This is an optimization exercise on Yosys and OpenROAD, whose aim is small area and a short achievable clock period, not a production implementation.
The RTL was checked by simulation tests, not by an equivalence proof against the original design.

alpha:
## jh_efield
module jh_efield(
	input rst,
	input clock,
	input [26:0] r,				 
	input [26:0] V_right,				 
	input [26:0] V_left,					 
	input [26:0] V_top,		 
	input [26:0] V_bottom,	 
	output [26:0] fdtd_result
);
For scale: roughly 12000 cells after synthesis, about 470 flip-flops, about 160 I/O pins.
==> flow/config.mk <==
export PLATFORM = sky130hd
export DESIGN_NAME = jh_efield
export DESIGN_NICKNAME = jh_efield
export VERILOG_FILES = /design/flow/design.v
export SDC_FILE = /design/flow/constraint.sdc
export NUM_CORES = 4
export LEC_CHECK = 0
export ABC_AREA = 1
export CAP_MARGIN = 20
export CORE_MARGIN = 2
export CORE_UTILIZATION = 50
export CTS_BUF_LIST = sky130_fd_sc_hd__clkbuf_8
export PLACE_DENSITY = 0.75
export SLEW_MARGIN = 20
==> flow/constraint.sdc <==
create_clock -name core_clock -period 17.0 [get_ports {clock}]
set_input_delay 3.4000 -clock core_clock [delete_from_list [all_inputs] [get_ports {clock}]]
set_output_delay 3.4000 -clock core_clock [all_outputs]
set_load 0.01 [all_outputs]
standard.sh (not shown) runs the stock make flow with config.mk's settings and CLKGATE_MAP_FILE= SYNTH_SCRIPT=/design/flow/synth_recipe.tcl, a recipe that flattens the netlist after the stock synthesis.
==> flow/flow/run.sh <==
#!/bin/bash
# Layout flow: the standard flow (standard.sh) with two changes:
# - synthesis does not map adders onto the library's full/half-adder cells
#   (ADDER_MAP_FILE left empty), so ABC maps and times that logic with the rest;
# - timing repair (floorplan, CTS and global-route steps) aims for 11 ns of
#   setup slack instead of 0 (SETUP_SLACK_MARGIN), so that it works on the
#   paths that set the period the design achieves. The clock period and the
#   constraints are the design's, unchanged.
set -euo pipefail
cd "$(dirname "$0")/.."
export ADDER_MAP_FILE=
export SETUP_SLACK_MARGIN=11
bash standard.sh > standard.log 2>&1
What beta does differently from alpha at the input level:
Settings: PLACE_DENSITY: 0.75 -> 0.85; CTS_BUF_LIST: sky130_fd_sc_hd__clkbuf_8 -> unset; CTS_CLUSTER_SIZE: unset -> 30; GPL_ROUTABILITY_DRIVEN: unset -> 0; CTS_CLUSTER_DIAMETER: unset -> 100.
Comparing beta against alpha, there is no change at all in max-slew violation count.
Per the comparison of beta with alpha, area growth from synthesis to layout now smaller, sequential share of layout area rose by 0.53 points, worst hold slack fell by 0.010 ns, maximum achievable frequency roughly the same, global-route wire length before repair fell by about 13%.
> inputs changed (beta -> gamma)
Settings: CORE_UTILIZATION now 65, was 50; GPL_ROUTABILITY_DRIVEN no longer set, was 0.
Notes after the runs:
gamma and beta all finish clean.
When the final numbers for gamma and beta were put side by side, the sequential portion of the cell area turned out to be greater in beta.
Changes observed in gamma relative to beta: register-to-register slack +0.08 ns; cell area after layout went up; non-clock buffer count +41.
gamma vs. beta: total detailed-routing wirelength increased 12%, final standard cell utilization of the core climbed 17 points.
The inputs of delta differ from those of gamma as listed below.
Settings: CORE_UTILIZATION now 50, was 65; CTS_CLUSTER_DIAMETER no longer set, was 100; CTS_CLUSTER_SIZE no longer set, was 30.
## What came out
- gamma → delta: starting density of the core down 15 points, number of buffers created by CTS went up by 26, slack of the critical path decreased 0.045 ns.
- delta ends up with lower fraction of cell area in non-clock buffers than gamma does.
- In the tables for gamma and delta, cell count reads higher with delta.
- gamma and delta ended up with nearly the same sequential share of layout area.

========
== xenon ==
jh_efield, a different RTL version from the one above (not shown whole).
Size in the first run: ~12000 cells after synthesis, ~470 flip-flops, about 160 I/O pins.
==> flow/config.mk <==
export PLATFORM = sky130hd
export DESIGN_NAME = jh_efield
export DESIGN_NICKNAME = jh_efield
export VERILOG_FILES = /design/flow/design.v
export SDC_FILE = /design/flow/constraint.sdc
export NUM_CORES = 4
export LEC_CHECK = 0
export ABC_AREA = 1
export CAP_MARGIN = 20
export CORE_MARGIN = 2
export CORE_UTILIZATION = 50
export SLEW_MARGIN = 20
==> flow/constraint.sdc <==
create_clock -name core_clock -period 17.0 [get_ports {clock}]
set_input_delay 3.4000 -clock core_clock [delete_from_list [all_inputs] [get_ports {clock}]]
set_output_delay 3.4000 -clock core_clock [all_outputs]
set_load 0.01 [all_outputs]
Scripts as last shown in full above: flow/flow/run.sh
xenon | status: complete | timing, DRC, antenna: pass
The following lists how pepper was set up differently from xenon:
Settings: PLACE_DENSITY: unset -> 0.75.
Notes after the runs:
- Across pepper and xenon, none had a timing, DRC or antenna violation.
- pepper vs xenon: placement-stage worst setup slack down
- Taking xenon as the reference point, the initial antenna violation count of pepper falls by 4.
- When the final numbers for pepper and xenon were put side by side, the signed area change from the synthesized netlist to the final layout turned out to be smaller in pepper.
- Compared with xenon, pepper shows instance count on the critical path lower by 1.
- pepper vs xenon — number of search-and-repair iterations in the first detailed-routing pass rose 1.
- xenon -> pepper: buffer levels on the longest clock path delta 0, exact match
- Register cell area after layout delta (xenon -> pepper): insignificant
- Of pepper and xenon, the higher routed wire length belongs to xenon.
- pepper: worst setup slack higher than xenon

## separate check: timing with driven ports
No port has a modelled driver above. Below, the same layouts with a new extraction and two added sets of constraints.
Step 1 sets driving cells, clkbuf_16 on the clock port and buf_2 on the other inputs (assumed; they add their load-dependent delay and slew).
Step 2, shift: input delay + t, output delay - t, t = (earliest + latest rising clock arrival at the registers) / 2. This alone moves slack from input paths to output paths.
Three values: ideal, step 1, step 2; two values: the first two.
run	t (ns)	setup slack, ns	worst setup path after step 2	pins driven straight from the clock port
alpha	0.868	11.109 / 11.030 / 11.137	input to register	1
beta	0.711	11.094 / 11.020 / 11.101	register to register	1
gamma	0.722	11.057 / 10.980 / 11.082	input to register	1
delta	0.734	11.012 / 10.937 / 11.147	register to register	1
xenon	0.744	11.089 / 11.010 / 11.105	input to register	1
pepper	0.726	11.141 / 11.062 / 11.062	input to register	1
After both steps setup and hold are still met in every run listed. For pepper, which loses most, drivers alone change the setup slack by -0.079 ns; drivers and shift together by -0.079 ns.
